This is an optimization exercise on Yosys and OpenROAD, whose aim is small area and a short achievable clock period, not a production implementation.
RTL that was checked went through simulation tests only; none was proved equivalent to the original.

Design top, start of the top module:
module top #(parameter m = 7) (
    input clk,
    input signed [m-1:0] noise_in,
    output reg signed [2*m-1:0] filter_out
);
Size in the first run: roughly 510 cells after synthesis, roughly 22 I/O pins.
clock: 10.0 ns
lec_check: 0
cap_margin: 20
core_margin: 2
core_utilization: 60
cts_buf_list: sky130_fd_sc_hd__clkbuf_4
slew_margin: 20
synth_hierarchical: 1
standard.sh (not shown) runs the stock make flow with config.mk's settings and CLKGATE_MAP_FILE= SYNTH_SCRIPT=/design/flow/synth_recipe.tcl, a recipe that flattens the netlist after the stock synthesis.
==> flow/flow/run.sh <==
#!/bin/bash
# The standard ORFS layout, with one change: the port buffers are buf_4
# cells instead of the delay buffer that buffer_ports picks by default, which
# puts about half a nanosecond on every path from an input.
set -euo pipefail
export BUFFER_PORTS_ARGS="-buffer_cell sky130_fd_sc_hd__buf_4"
export SETUP_SLACK_MARGIN=6.9
export SETUP_MOVE_SEQUENCE=sizeup,swap
bash standard.sh finish > standard.log 2>&1
The starting point finished with timing, DRC and antenna clean.
Change:
--- a/flow/flow/run.sh
+++ b/flow/flow/run.sh
@@ -5,5 +5,5 @@
 set -euo pipefail
 export BUFFER_PORTS_ARGS="-buffer_cell sky130_fd_sc_hd__buf_4"
-export SETUP_SLACK_MARGIN=6.9
+export SETUP_SLACK_MARGIN=7.1
 export SETUP_MOVE_SEQUENCE=sizeup,swap
 bash standard.sh finish > standard.log 2>&1
The changed run completed with no timing, DRC or antenna violations.
Final area rose by 7.3%.
Wire length grows by 5.4%.
Setup slack is better by 0.039 ns.
Flip-flop and latch count does not change.
Non-clock buffer count is unchanged.
Worst hold slack gets better by 0.0049 ns.
Synthesized area is unchanged.
Die area is unchanged.
Maximum frequency climbs by 1.3%.
Cell count is unchanged.
Change:
--- a/flow/flow/run.sh
+++ b/flow/flow/run.sh
@@ -5,5 +5,3 @@
 set -euo pipefail
 export BUFFER_PORTS_ARGS="-buffer_cell sky130_fd_sc_hd__buf_4"
-export SETUP_SLACK_MARGIN=7.1
-export SETUP_MOVE_SEQUENCE=sizeup,swap
 bash standard.sh finish > standard.log 2>&1
The new run completed without violations.
Worst setup slack got worse by 0.16 ns.
Final area falls by 8.6%.
Synthesized cell count does not change.


job 101:
top, a different RTL version from the one above (not shown whole).
Size: about 520 cells after synthesis, roughly 120 flip-flops, about 0.0068 mm^2 of cells after synthesis.
Settings: LEC_CHECK=0, CAP_MARGIN=20, CORE_MARGIN=2, CORE_UTILIZATION=60, CTS_BUF_LIST=sky130_fd_sc_hd__clkbuf_8, SLEW_MARGIN=20, SYNTH_HIERARCHICAL=1; clock period 10.0 ns.
==> flow/flow/run.sh <==
#!/bin/bash
# The standard ORFS layout, with one change: the port buffers are buf_4
# cells instead of the delay buffer that buffer_ports picks by default, which
# puts about half a nanosecond on every path from an input.
set -euo pipefail
export BUFFER_PORTS_ARGS="-buffer_cell sky130_fd_sc_hd__buf_4"
bash standard.sh finish > standard.log 2>&1
Job 101: full flow OK, the timing, DRC and antenna checks passed
diff inputs: job 101 => job 102
--- a/flow/flow/run.sh
+++ b/flow/flow/run.sh
@@ -5,3 +5,4 @@
 set -euo pipefail
 export BUFFER_PORTS_ARGS="-buffer_cell sky130_fd_sc_hd__buf_4"
+export SETUP_SLACK_MARGIN=7.0
 bash standard.sh finish > standard.log 2>&1
--- a/flow/config.mk
+++ b/flow/config.mk
@@ -9,5 +9,5 @@
 export CORE_MARGIN = 2
 export CORE_UTILIZATION = 60
-export CTS_BUF_LIST = sky130_fd_sc_hd__clkbuf_8
+export CTS_BUF_LIST = sky130_fd_sc_hd__clkbuf_4
 export SLEW_MARGIN = 20
 export SYNTH_HIERARCHICAL = 1
Findings:
Compared job 102 against job 101; last weighted congestion value of the routability-driven placer within noise.
Reported for job 102 and job 101, total number of H-tree levels turned out identical to the last digit.
Job 102 and job 101 ended up with nearly the same count of clock tree sinks.
Job 101 and job 102 ended up with roughly the same flip-flop and latch share of the layout cell area.
Compared with job 101, job 102 improves final worst-path setup slack.
#### Input delta (job 103 over job 102)
--- a/flow/flow/run.sh
+++ b/flow/flow/run.sh
@@ -5,4 +5,3 @@
 set -euo pipefail
 export BUFFER_PORTS_ARGS="-buffer_cell sky130_fd_sc_hd__buf_4"
-export SETUP_SLACK_MARGIN=7.0
 bash standard.sh finish > standard.log 2>&1
Clock buffer count delta for job 103 relative to job 102: 2 higher. Job 103 against job 102: cell area -3.0%, number of standard cells in the layout, taps in and fillers out moved down.
No functional check of the RTL was part of any run of this note.

## static timing again, ports no longer ideal
Ports are ideal in the flow. The routed layouts listed here were re-timed in OpenROAD. Step 1: set_driving_cell puts a clkbuf_16 on clk and a buf_2 on each other input, an assumption about the parent block. Step 2 times the ports against the registers' clock, not the clock port: input delays grow and output delays shrink by t, the midpoint of the rising clock arrivals with the driver on. a / b / c = no drivers / after step 1 / after step 2; a / b = the first two.
| run | t, ns | setup WS [ns] | worst slew at a driven data input, ns |
|---|---|---|---|
| the first run of note 1 | 0.561 | 6.954 / 6.957 / 6.396 | 0.04 |
| the second run of note 1 | 0.555 | 6.994 / 6.977 / 6.421 | 0.06 |
| the third run of note 1 | 0.558 | 6.830 / 6.837 / 6.279 | 0.03 |
| job 101 | 0.479 | 6.826 / 6.833 / 6.354 | 0.03 |
| job 102 | 0.555 | 7.003 / 6.978 / 6.458 | 0.04 |
| job 103 | 0.575 | 6.916 / 6.924 / 6.349 | 0.03 |
After both steps every run listed still meets setup and hold. For the second run of note 1, which loses most, drivers alone change the setup slack by -0.017 ns; drivers and shift together by -0.573 ns.
